Source: an optimization exercise on an open RTL-to-GDS flow (aim: small area and a short achievable clock period). Production flows keep margins and buffers that such runs may drop. Function was checked by simulation only, so behaviour that the tests miss may differ from the original. No activity file was given, so power comes from the tool's default toggle rates.

--- flow/design.v ---
module mux_2_x_1
	#(parameter N = 4)
	(input [N - 1 : 0] a, b, input logic s, output [N - 1 : 0] z);
	assign z = s ? b : a;
endmodule
module full_adder(input x, y, c_in, output s, c_out);
	assign s = (x ^ y) ^ c_in;
	assign c_out = (y & c_in) | (x & y) | (x & c_in);
endmodule 
module adder
 #(parameter N = 16)
 (input logic [N - 1 : 0] a, b, input carry_in, output logic [N - 1 : 0] s, output carry_out);	
   logic [N - 1:0] carry_arr;
   genvar i;
   generate for(i = 0; i < N; i = i + 1)
     begin: generate_N_bit_Adder
		if(i == 0) 
			full_adder f(a[0], b[0], carry_in, s[0], carry_arr[0]);
		else
			full_adder f(a[i], b[i], carry_arr[i - 1], s[i], carry_arr[i]);
     end
	  assign carry_out = carry_arr[N - 1];
   endgenerate
endmodule  
module n_mux
	#(parameter N = 32, M = $clog2(N))
	(input logic [N-1:0] a, input logic [M-1:0] b, output logic c);
	assign c = a[b];
endmodule 
module ror
  #(parameter N = 32, M = $clog2(N))
  (input logic  [N-1:0] a, input logic [M-1:0] b, output logic [N-1:0] c);
  logic [N-1:0] temp[N];
  assign temp[0] = a;
  genvar i;
   generate for(i = 0; i < N; i = i + 1)
     begin: generate_N_bit_ror
	    n_mux #(N) mux1(temp[i], b, c[i]);
		 if (i != N - 1) 
		   assign temp[i + 1] = {temp[i][0], temp[i][N-1:1]};
		 end
   endgenerate
endmodule 
module asl
	#(parameter N = 4)
	(input logic [N - 1 : 0] a, b, output logic [N - 1 : 0] z);
	assign z = a << b;
endmodule
module asr
	#(parameter N = 4)
	(input logic signed [N - 1 : 0] a, input logic [N - 1 : 0] b, output logic signed [N - 1 : 0] z);
	assign z = a >>> b;
endmodule
module lsr
	#(parameter N = 4)
	(input logic [N - 1 : 0] a, b, output logic [N - 1 : 0] z);
	assign z = a >> b;
endmodule
module mux_4_x_1
	#(parameter N = 33)
	(input [N - 1 : 0] a, b, c, d, input logic [1:0] selec, output logic [N - 1 : 0] z);
	logic [N - 1 : 0] m0, m1;
	mux_2_x_1 #(N) mux0(a, b, selec[0], m0);
	mux_2_x_1 #(N) mux1(c, d, selec[0], m1);
	mux_2_x_1 #(N) mux2(m0, m1, selec[1], z);
endmodule 
module mux_8_x_1
	#(parameter N = 4)
	(input logic [N - 1 :0] d0, d1, d2, d3, d4, d5, d6, d7, input logic [2:0] s, output logic [N - 1 : 0] z);
	logic [N - 1 : 0] m0, m1, m2, m3, m4, m5;
	mux_2_x_1 #(N) mux0(d0, d1, s[0], m0);
	mux_2_x_1 #(N) mux1(d2, d3, s[0], m1);
	mux_2_x_1 #(N) mux2(d4, d5, s[0], m2);
	mux_2_x_1 #(N) mux3(d6, d7, s[0], m3);
	mux_2_x_1 #(N) mux4(m0, m1, s[1], m4);
	mux_2_x_1 #(N) mux5(m2, m3, s[1], m5);
	mux_2_x_1 #(N) mux6(m4, m5, s[2], z);
endmodule
module add_sub_module
	#(parameter N = 4)
	(input [N - 1 : 0] a, b, input logic s, output [N - 1 : 0] z, output carry_out);
	logic [N - 1 : 0] m0;
	mux_2_x_1 #(N) mux0(b, ~b, s, m0);
	adder #(N) fa(a, m0, s, z, carry_out);
endmodule
module arithmetic_module
	#(parameter N = 4)
	(input logic [N - 1 : 0] a, b, input s, output logic [N - 1 : 0] d0, d1, d2, d3, output carry_out, msb_result);
	logic [N - 1 : 0] sum_wire;
	add_sub_module #(N) adder(a, b, s, sum_wire, carry_out);		
	assign msb_result = sum_wire[N - 1];	
	assign d0 = sum_wire;
	assign d1 = sum_wire;
	asl #(N) shift_left_a (a, b, d2);
	asr #(N) shift_right_a (a, b, d3);
endmodule 
module logic_module
	#(parameter N = 4)
	(input logic [N - 1 : 0] a, b, output logic [N : 1 - 0] d0, d1, d2, d3, d4, d5, d6);
	assign d0 = a & b;
	assign d1 = a | b;
	assign d2 = a ^ b;
	assign d3 = ~a;
	asl #(N) shift_left_a (a, b, d4);
	lsr #(N) shift_rigth_a (a, b, d5);
	ror #(N) rotate_right(a, b[4:0], d6);
endmodule
module flag_module	
	#(parameter N = 4)
	(input a, b, msb_sum, carry_out, input logic [N - 1 : 0] r, input logic [3:0] s, output logic [3:0] z);
	assign z[3] = r[N - 1];
	assign z[2] = &(~r);
	assign z[1] = ~s[3] & carry_out & ~s[2] & ~s[1];
	assign z[0] = ~s[3] & (a ^ msb_sum) & (~(a ^ b ^ s[0])) & ~s[2] & ~s[1];
endmodule 
module combinational_circuit_module
	#(parameter N = 4)
	(input logic [N - 1 : 0] a, b, input [3:0] s, output logic [N - 1 : 0] z, output logic carry_out, msb_sum);
	logic [N - 1 : 0] d0, d1, d4, d5;
	logic [N - 1 : 0] d8, d9, d10, d11, d12, d13, d14;
	logic [N - 1 : 0] m0, m1;
	arithmetic_module #(N) arithmetic (a, b, s[0], d0, d1, d4, d5, carry_out, msb_sum);
	logic_module #(N) logic_m (a, b, d8, d9, d10, d11, d12, d13, d14);
	mux_8_x_1 #(N) mux8_0 (d0, d1, 0, 0, d4, d5, 0, 0, s[2:0], m0);
	mux_8_x_1 #(N) mux8_1 (d8, d9, d10, d11, d12, d13, d14, 0, s[2:0], m1);
	mux_2_x_1 #(N) mux2_0 (m0, m1, s[3], z);	
endmodule 
module ALU
	#(parameter N = 4)
	(input logic [N - 1 : 0] a, b, input logic [3:0] s, output logic [N - 1 : 0] z, output logic [3:0] flags);
	logic carry_out, msb_sum;
	combinational_circuit_module #(N) comb_circuit (a, b, s, z, carry_out, msb_sum);
	flag_module #(N) flag_mod (a[N - 1], b[N - 1], msb_sum, carry_out, z, s, flags);
endmodule 
module extend(input logic [23:0] imm, input logic [1:0] imm_src,
				  output logic [31:0] imm_ext);
  logic [31:0] imm_dp, imm_j, imm_mem, imm_dp_0, imm_dp_0_ror, imm_sh;
  assign imm_dp_0[31:8] = 24'b0;
  assign imm_dp_0[7:0] = imm[7:0];  
  assign imm_j = {{6{imm[23]}}, imm[23:0], 2'b00};
  assign imm_mem[31:12] = 20'b0;
  assign imm_mem[11:0] = imm[11:0];
  assign imm_sh[31:5] = 27'b0;
  assign imm_sh[4:0] = imm[11:7];
  ror #(32) rotate(imm_dp_0, {imm[11:8], 1'b0}, imm_dp_0_ror); 
  mux_4_x_1 #(32) mux1(imm_dp_0_ror, imm_mem, imm_j, imm_sh, imm_src, imm_ext);
endmodule 
module register_file(input logic clk, rst,
							input logic we3,
							input logic [3:0] ra1, ra2, ra3,
							input logic [31:0] wd3, r15,
							output logic [31:0] rd1, rd2);
  logic [31:0] rf[14:0];
  always_ff @(posedge clk)
	 begin
		if (rst) rf[ra3] <= 'b0;
		else 
			begin
			  if (we3) rf[ra3] <= wd3;
			end		
		end    	 
  assign rd1 = (ra1 == 4'b1111) ? r15 : rf[ra1];
  assign rd2 = (ra2 == 4'b1111) ? r15 : rf[ra2];
endmodule 
module flip_flop_D	
	#(parameter N = 4)
	(input logic clk, reset, enb, input logic [N-1:0] d, output logic [N-1:0] q);
	always_ff @(posedge clk)
		begin
		if (reset) q <= 'b0;
		else 
			begin
			if (enb) q <= d;
			else q <= q;
			end		
		end
endmodule
module flip_flop_D_cu	
	#(parameter N = 4)
	(input logic clk, reset, enb, input logic [N-1:0] d, output logic [N-1:0] q);
	always_ff @(posedge clk)
		begin
		if (reset) q <= 'b0;
		else 
			begin
			if (enb) q <= d;
			else q <= q;
			end		
		end
endmodule
module data_path(input logic clk, rst,
					  input logic pc_src, reg_write, mem_reg, alu_src, sh_src, mov_src, mvn_src,
					  input logic [1:0] imm_src, reg_src,
					  input logic [3:0] alu_control,
					  input logic [31:0] instruction, read_data,
					  output logic [3:0] alu_flags,
					  output logic [31:0] pc, direction, write_data);
  logic carry_out, carry_out1;
  logic [3:0] a1, a2, a1_p, a2_p;
  logic [31:0] rd1, rd2, pc_mux, pc_plus_4, pc_plus_8, imm_ext, read_data_mux, rd2_mux, rd1_pp, rd1_p;
  adder #(32) adder1(pc, 32'h00000004, 1'b0, pc_plus_4, carry_out);
  adder #(32) adder2(pc_plus_4, 32'h00000004, 1'b0, pc_plus_8, carry_out1);
  mux_2_x_1 #(32) mux0(pc_plus_4, read_data_mux, pc_src, pc_mux);
  mux_2_x_1 #(32) mux1(direction, read_data, mem_reg, read_data_mux);
  flip_flop_D #(32) ff(clk, rst, 1'b1, pc_mux, pc);  
  mux_2_x_1 #(4) mux_a1_p(instruction[19:16], 4'b1111, reg_src[0], a1_p);
  mux_2_x_1 #(4) mux_a2_p(instruction[3:0], instruction[15:12], reg_src[1], a2_p);
  mux_2_x_1 #(4) mux_a1(a1_p, instruction[3:0], sh_src, a1);
  mux_2_x_1 #(4) mux_a2(a2_p, instruction[11:8], sh_src, a2);
  register_file rf(clk, rst, reg_write, a1, a2, instruction[15:12], read_data_mux, pc_plus_8, rd1, rd2);
  extend ext(instruction[23:0], imm_src, imm_ext);  
  mux_2_x_1 #(32) mux_rd2(rd2, imm_ext, alu_src, rd2_mux);
  mux_2_x_1 #(32) mux_rd1_p(rd1, 32'b0, mov_src, rd1_p);
  mux_2_x_1 #(32) mux_rd_pp(rd1_p, rd2_mux, mvn_src, rd1_pp);
  ALU #(32) alu(rd1_pp, rd2_mux, alu_control, direction, alu_flags);
  assign write_data = rd2;
endmodule 
module alu_deco(input logic [3:0] cmd, output logic [3:0] alu_control);
	always_comb
		case(cmd)		
			4'b0000: 
				alu_control = 4'b1000;				
			4'b0001:
				alu_control = 4'b1010;	
			4'b0010:
				alu_control = 4'b0001;
			4'b0100:
				alu_control = 4'b0000;
			4'b1010:
				alu_control = 4'b0001;
			4'b1011:
				alu_control = 4'b0000;
			4'b1100:
				alu_control = 4'b1001;
			4'b1111:
				alu_control = 4'b1011;
		default:
				alu_control = 4'b0000;			
		endcase
endmodule 
module alu_shift_deco(input logic [1:0] sh, output logic [3:0] alu_control);
	always_comb
		case(sh)		
			2'b00: 
				alu_control = 4'b1100;				
			2'b01:
				alu_control = 4'b1101;	
			2'b10:
				alu_control = 4'b0011;
			2'b11:
				alu_control = 4'b1110;
		default:
				alu_control = 4'b1100;			
		endcase
endmodule 
module deco(input logic i, input logic [3:0] cmd, input logic [1:0] sh, op, output logic [3:0] alu_control);
	logic [3:0] deco0_w, deco1_w, mux0_w, mux_1_w;
	logic shift, dp, mov;
	assign shift = cmd[3] & cmd[2] & ~cmd[1] & cmd[0];
   assign dp = ~op[1] & ~op[0];
	assign mov = shift & i & dp;
	alu_deco deco0(cmd, deco0_w);
	alu_shift_deco deco1(sh, deco1_w);
	mux_2_x_1 #(4) mux0(deco0_w, deco1_w, shift, mux0_w);
	mux_2_x_1 #(4) mux1(4'b0, mux0_w, dp, mux_1_w);
	mux_2_x_1 #(4) mux2(mux_1_w, 4'b0, mov, alu_control);
endmodule 
module cond_check(input logic [3:0] cond, input logic [3:0] flags, output logic cond_ex);
	logic neg, zero, _carry, overflow, ge;
	assign {neg, zero, _carry, overflow} = flags;
	assign ge = (neg == overflow);
	always_comb
		case(cond)
			4'b0000: cond_ex = zero;  
			4'b0001: cond_ex = ~zero;  
			4'b0010: cond_ex = _carry;  
			4'b0011: cond_ex = ~_carry;  
			4'b0100: cond_ex = neg;  
			4'b0101: cond_ex = ~neg;  
			4'b0110: cond_ex = overflow;  
			4'b0111: cond_ex = ~overflow;  
			4'b1000: cond_ex = _carry & ~zero;  
			4'b1001: cond_ex = ~(_carry & ~zero);  
			4'b1010: cond_ex = ge;  
			4'b1011: cond_ex = ~ge;  
			4'b1100: cond_ex = ~zero & ge;  
			4'b1101: cond_ex = ~(~zero & ge);  
			4'b1110: cond_ex = 1'b1;  
		default: cond_ex = 1'b0;  
		endcase
endmodule 
module cond_logic_cu(input logic clk, reset,
							input logic pc_src, reg_write, mem_write, no_write,
							input logic [1:0] flag_write,
							input logic [3:0] cond, alu_flags,
							output logic pc_src_p, reg_write_p, mem_write_p);
  logic [1:0] flag_write_p;
  logic [3:0] flags;
  logic cond_ex;
  flip_flop_D_cu #(2) ff0(clk, reset, flag_write_p[1], alu_flags[3:2], flags[3:2]);
  flip_flop_D_cu #(2) ff1(clk, reset, flag_write_p[0], alu_flags[1:0], flags[1:0]);
  cond_check cc(cond, flags, cond_ex);
  assign flag_write_p = flag_write & {2{cond_ex}};
  assign reg_write_p = reg_write & cond_ex & ~no_write;
  assign mem_write_p = mem_write & cond_ex;
  assign pc_src_p = pc_src & cond_ex;
endmodule 
module decoder_cu(input logic sh_imm,
						input logic [1:0] op, sh,
						input logic [5:0] funct,
						input logic [3:0] rd,
						output logic pc_src, reg_write, mem_write, mem_reg, alu_src, no_write, sh_src, mov_src, mvn_src,
						output logic [1:0] flag_write, imm_src, reg_src,
						output logic [3:0] alu_control);
  logic mem, rd_15, dp, branch, imm_src_p, shift, mvn;
  logic [1:0] flag_write_previous;
  assign mem = ~op[1] & op[0];
  assign rd_15 = rd[3] & rd[2] & rd[1] & rd[0];
  assign dp = ~op[1] & ~op[0];
  assign branch = op[1] & ~op[0];  
  assign shift = funct[4] & funct[3] & ~funct[2] & funct[1];
  assign mvn = funct[4] & funct[3] & funct[2] & funct[1];
  assign mem_reg = mem & funct[0];
  assign mem_write = mem & ~funct[0];
  assign alu_src = (~(dp & ~funct[5])) | ((funct[4] & funct[3] & ~funct[2] & funct[1]) & ~sh_imm & dp);
  assign reg_write = dp | mem_reg;
  assign pc_src = branch | (rd_15 & reg_write);
  assign imm_src_p = (funct[4] & funct[3] & ~funct[2] & funct[1]) & ~funct[5];
  assign imm_src[1] = op[1] | (~op[0] & imm_src_p);
  assign imm_src[0] = op[0] | (~op[1] & imm_src_p); 
  assign reg_src[0] = branch;
  assign reg_src[1] = mem_write;
  assign flag_write_previous[1] = funct[0];
  assign flag_write_previous[0] = funct[0] & ~(alu_control[3]); 
  mux_2_x_1 #(2) mux_flags(2'b0, flag_write_previous, dp, flag_write);
  deco deco0(funct[5], funct[4:1], sh, op, alu_control);
  assign no_write = ((funct[4] & ~funct[3] & funct[2] & ~funct[1]) | (funct[4] & ~funct[3] & funct[2] & funct[1])) & dp;
  assign sh_src = (shift & dp) | (mvn & dp);
  assign mov_src = shift & funct[5] & dp;
  assign mvn_src = mvn & dp & funct[5];  
endmodule 
module control_unit(input logic clk, reset, 
						  input logic sh_imm,
						  input logic [1:0] sh,
						  input logic [3:0] alu_flags,
						  input logic [31:12] instr,
						  output logic reg_write, alu_src, mem_write, mem_reg, pc_src, sh_src, mov_src, mvn_src,
						  output logic [1:0] reg_src, imm_src,
						  output logic [3:0] alu_control);
  logic [1:0] flag_write;
  logic pc_src_p, reg_write_p, mem_write_p, no_write;
  decoder_cu decoder(sh_imm, instr[27:26], sh, instr[25:20], instr[15:12], pc_src_p, reg_write_p, mem_write_p,
							mem_reg, alu_src, no_write, sh_src, mov_src, mvn_src, flag_write, imm_src, reg_src, alu_control);
  cond_logic_cu cl(clk, reset, pc_src_p, reg_write_p, mem_write_p, no_write, flag_write, instr[31:28], 
						 alu_flags, pc_src, reg_write, mem_write);
endmodule 
module processor(input logic clk,
					  input logic rst,
					  input logic [31:0] instruction, read_data,
					  output logic [31:0] pc, direction, write_data,
					  output logic mem_write);
  logic [3:0] alu_flags, alu_control;
  logic [1:0] reg_src, imm_src;
  logic reg_write, alu_src, mem_reg, pc_src, sh_src, mov_src, mvn_src;
  control_unit cu(clk, rst, instruction[4], instruction[6:5], alu_flags, instruction[31:12], reg_write, alu_src, mem_write,
						mem_reg, pc_src, sh_src, mov_src, mvn_src, reg_src, imm_src, alu_control);
  data_path path(clk, rst, pc_src, reg_write, mem_reg, alu_src, sh_src, mov_src, mvn_src, imm_src, reg_src,
					  alu_control, instruction, read_data, alu_flags, pc, direction, write_data);
endmodule 
--- flow/run.sh ---
#!/bin/bash
# synth_recipe.tcl (not shown) runs the flow's synth.tcl, then flattens the netlist and writes it again
# the make line also repeats each setting of config.mk as NAME=value (left out here)
make -C /OpenROAD-flow-scripts/flow DESIGN_CONFIG=/design/flow/config.mk WORK_HOME=/design/flow/orfs CLKGATE_MAP_FILE= SYNTH_SCRIPT=/design/flow/synth_recipe.tcl finish
--- flow/config.mk ---
export PLATFORM = sky130hd
export DESIGN_NAME = processor
export DESIGN_NICKNAME = processor
export VERILOG_FILES = /design/flow/design.v
export SDC_FILE = /design/flow/constraint.sdc
export NUM_CORES = 4
export LEC_CHECK = 0
export CAP_MARGIN = 20
export CORE_MARGIN = 2
export CORE_UTILIZATION = 40
export SLEW_MARGIN = 20
--- flow/constraint.sdc ---
create_clock -name core_clock -period 30.0 [get_ports {clk}]
set_input_delay 6.0000 -clock core_clock [delete_from_list [all_inputs] [get_ports {clk}]]
set_output_delay 6.0000 -clock core_clock [all_outputs]
set_load 0.01 [all_outputs]
==> summary.txt <==
instance count of the mapped netlist=4404; Top Layer Used=met5; leading cell type in the layout, fill and taps excluded=sky130_fd_sc_hd__edfxtp_1; length of the first detailed-routing pass in iterations=9; post-place instance area=43400 µm²; proportion of synthesized flip-flops having asynchronous set or reset=0%; Worst EP required=between 20000 and 25000 ps; detailed-route DRC error count=0; setup slack of the most critical reg-to-reg path=~13000 ps; average vias per placed instance=7.52; setup TNS after final layout=0 ps; number of warnings printed during yosys synthesis=9; Starting DRT DRC Count=between 8000 and 9000; met2 WL post-DR=around 95000 µm; clock-pin slew reported for the worst setup and hold paths after clock tree synthesis=roughly 50 ps; Tightest Hold Check Type=register to register; TritonCTS clock tree=yes; library cells used by synthesis=120; class of the most critical setup path=input pin to output port; clock buffers created by TritonCTS=~60; Detail Route met3 WL=39100 µm; # IOs=163; actual slew at the worst max-slew pin=between 1000 and 1500 ps; worst slew margin relative to its limit=12.2%; Hold Violations, Final=0; post-cts repair resize count=0; Setup Slack @ Placement=616 ps; post-layout util=roughly 46%; min cycle time layout=between 20000 and 30000 ps; largest fanout on the critical path=36; total number of nets in the final design=approximately 4700; initial core utilization=40.5%; Chip Height=around 320 µm; die width=320 µm; FF+latch count, synth=between 500 and 600; most frequent cells in the layout=sky130_fd_sc_hd__edfxtp_1 (480), sky130_fd_sc_hd__nand2_1 (384), sky130_fd_sc_hd__a21oi_1 (340); worst-skew pair later-pin latency=around 700 ps; Period Utilization, post-route=a little over nine tenths; status=timing/DRC/antenna clean; post-cts hold buffer count=0; root cell of the clock tree=sky130_fd_sc_hd__clkbuf_16; Worst Clk Skew=around 56 ps; number of flops mapped to enable cells by yosys=480; number of nets produced by synthesis=approximately 4600; leakage component of the power=about 0.016 µW; total wire length=241000 µm; PD cells=a little under 60 nW/µm²; max cap viols=0; Final HPWL DP=~170000 µm; Post-CTS Setup Repair Bufs=0; worst-path cell with the longest stage delay=sky130_fd_sc_hd__clkdlybuf4s50_1; final cell area excluding filler cells=around 45000 µm²; GRT overflow=0; area of the die=slightly above 100000 µm²; overall power of the completed layout=~2700 µW; Cell Area, Synth=between 30000 and 40000 µm²; total clock sinks=516; post-DR wirelength/cell=between 40 and 50 µm; endpoint arrival time on the critical path=~24000 ps; routed via count=43800; clk buf depth=3; pin count of the biggest net entering global routing=between 80 and 90; element type at the critical path start=input pin; Port Buf Inserts=between 150 and 200; vias in the first global route=40000; synthesis-to-layout area growth=13.6%; detailed-routing wirelength on met1=between 80000 and 90000 µm; last weighted congestion value of the routability-driven placer=about 1.1; maximum VDD drop=about 0.047 mV; Slew Viols, Final=0; fmax=roughly 34 MHz; most frequent cell on the critical path=sky130_fd_sc_hd__fa_1; dominant register cell in the synthesized netlist=sky130_fd_sc_hd__edfxtp_1; total routing usage reported by global routing=45.6%; RSZ-0062 raised after global routing=false; share of the yosys chip area belonging to registers=a little under two fifths; final-layout fill cell count=9436; remaining antenna violation count after routing=0; antenna violations before repair=24; category of the worst setup path capture point=output port; Post-Syn Area per Cell=9.08 µm²; Worst Setup Slack, final=484 ps; wire length of the first global-routing pass=roughly 330000 µm; Max H-tree Level=2; Cell Rows=115; number of setup violations in the final report=0; fraction of final layout cells sized beyond drive strength 1=between 10% and 20%; largest stage delay on the critical path=630 ps; area of the placeable core=about 100000 µm²
-- logic make-up (layout without fill, tap and decap cells) --
family | count (synthesis) | count (layout) | share of synthesized area, %
compound gates | 1656 | 1656 | 28.6
simple gates | 1329 | 1329 | 16.1
buf+inv | 536 | 639 | 6.32
flops | 516 | 516 | 37.9
mux | 170 | 170 | 4.77
fa+ha+maj | 158 | 158 | 5.53
xor+xnor | 39 | 39 | 0.855
other cells | 0 | 22 | 0
-- per-stage QoR --
stage | hold slack, ps | cells
after floorplan | 442 | 4404
after global placement | 465 | 5680
after detailed placement | 468 | 5682
after CTS | 476 | 5790
after global routing | 500 | 5797
final | 484 | 5816
-- routing by layer --
metal | GRT usage [%] | up-vias
met5 | 2.55 | -
met4 | 35.3 | 18
met2 | 63.2 | 4344
li1 | - | 17300
met3 | 20.4 | 1169
met1 | 54.5 | 21000
-- path summary, 6_finish.rpt --
path,startpoint,to,cells after the start
worst min-delay path,cu.cl.ff1.q[1]$_SDFFE_PP0P_,cu.cl.ff1.q[1]$_SDFFE_PP0P_,2
worst max-delay path,instruction[21],direction[31],54
worst min register to register,cu.cl.ff1.q[1]$_SDFFE_PP0P_,cu.cl.ff1.q[1]$_SDFFE_PP0P_,2
worst max register to register,path.ff.q[2]$_SDFF_PP0_,path.rf.rf[9][31]$_DFFE_PP_,45
-- Yosys cell counts, types with 16 or more instances --
cell / count / area share (%)
sky130_fd_sc_hd__a2111oi_0: 17 / 0.37
sky130_fd_sc_hd__a211o_1: 25 / 0.55
sky130_fd_sc_hd__a211oi_1: 180 / 3.4
sky130_fd_sc_hd__a21boi_0: 16 / 0.30
sky130_fd_sc_hd__a21o_1: 44 / 0.83
sky130_fd_sc_hd__a21oi_1: 345 / 4.3
sky130_fd_sc_hd__a221oi_1: 44 / 0.96
sky130_fd_sc_hd__a22oi_1: 39 / 0.73
sky130_fd_sc_hd__a311oi_1: 24 / 0.53
sky130_fd_sc_hd__a31oi_1: 65 / 1.0
sky130_fd_sc_hd__a32o_1: 17 / 0.43
sky130_fd_sc_hd__a32oi_1: 37 / 0.81
sky130_fd_sc_hd__and2_1: 24 / 0.38
sky130_fd_sc_hd__and3_1: 98 / 1.5
sky130_fd_sc_hd__buf_1: 33 / 0.31
sky130_fd_sc_hd__buf_2: 137 / 1.7
sky130_fd_sc_hd__buf_4: 67 / 1.3
sky130_fd_sc_hd__clkbuf_1: 165 / 1.5
sky130_fd_sc_hd__dfxtp_1: 36 / 1.8
sky130_fd_sc_hd__edfxtp_1: 480 / 36
sky130_fd_sc_hd__fa_1: 31 / 1.6
sky130_fd_sc_hd__ha_1: 127 / 4.0
sky130_fd_sc_hd__inv_1: 117 / 1.1
sky130_fd_sc_hd__mux2_2: 26 / 0.73
sky130_fd_sc_hd__mux2i_1: 127 / 3.2
sky130_fd_sc_hd__nand2_1: 388 / 3.6
sky130_fd_sc_hd__nand3_1: 177 / 2.2
sky130_fd_sc_hd__nand4_1: 28 / 0.44
sky130_fd_sc_hd__nor2_1: 309 / 2.9
sky130_fd_sc_hd__nor2b_1: 27 / 0.42
sky130_fd_sc_hd__nor3_1: 131 / 1.6
sky130_fd_sc_hd__nor4_1: 33 / 0.52
sky130_fd_sc_hd__o2111ai_1: 18 / 0.39
sky130_fd_sc_hd__o211ai_1: 62 / 1.2
sky130_fd_sc_hd__o21ai_0: 307 / 3.8
sky130_fd_sc_hd__o21ai_1: 36 / 0.45
sky130_fd_sc_hd__o221ai_1: 24 / 0.53
sky130_fd_sc_hd__o22ai_1: 67 / 1.0
sky130_fd_sc_hd__o2bb2ai_1: 19 / 0.42
sky130_fd_sc_hd__o31ai_1: 24 / 0.45
sky130_fd_sc_hd__o32ai_1: 22 / 0.48
sky130_fd_sc_hd__or3_1: 16 / 0.25
sky130_fd_sc_hd__xnor2_1: 36 / 0.79
-- flip-flops by register name, summed over array words and instances, names as in the netlist --
register,flops
cu.cl.ff0.q,2
cu.cl.ff1.q,2
path.ff.q,32
path.rf.rf,480
-- worst max-delay path: cells and delay by family --
kind / cells / cell delay (ps)
compound gates: 8 / 1510
fa+ha+maj: 31 / 12170
buf+inv: 11 / 2820
simple gates: 4 / 980
-- cell type report --
type / count / area (µm²) / share of cell area [%]
repair buffers: 409 / 3490 / 7.68
clock buffers: 76 / 1560 / 3.44
multi-input cells: 3352 / 22900 / 50.3
well taps: 1287 / 1610 / 3.55
flip-flops and latches: 516 / 15100 / 33.3
diodes: 22 / 55.1 / 0.121
inverters: 122 / 458 / 1.01
clock inverters: 32 / 256 / 0.565
-- report_power, final --
part / switching, µW / total (µW) / internal (µW)
combinational: 850 / 1190 / 342
clock: 316 / 694 / 378
sequential: 9.00 / 811 / 802
total: 1180 / 2700 / 1520

[port drivers added, routing unchanged]
Ports are ideal in the flow. The routed layout listed here was re-timed in OpenROAD. Step 1: set_driving_cell puts a clkbuf_16 on clk and a buf_2 on each other input, an assumption about the parent block. Step 2 also shifts input and output timing later by t, the mid clock arrival at the registers, as if the neighbouring blocks saw the same clock. Slacks: no drivers / after step 1 / after step 2; pairs: no drivers / after step 1.
shift t [ns]: 0.744
setup slack, ns: 0.484 / 0.424 / 0.424
latest minus earliest clock arrival (ns): 0.056 / 0.056
worst data-port slew with drivers (ns): 0.06
After both steps setup and hold are still met in this run. The setup slack of this run moves by -0.060 ns with the drivers and by -0.060 ns with both steps.
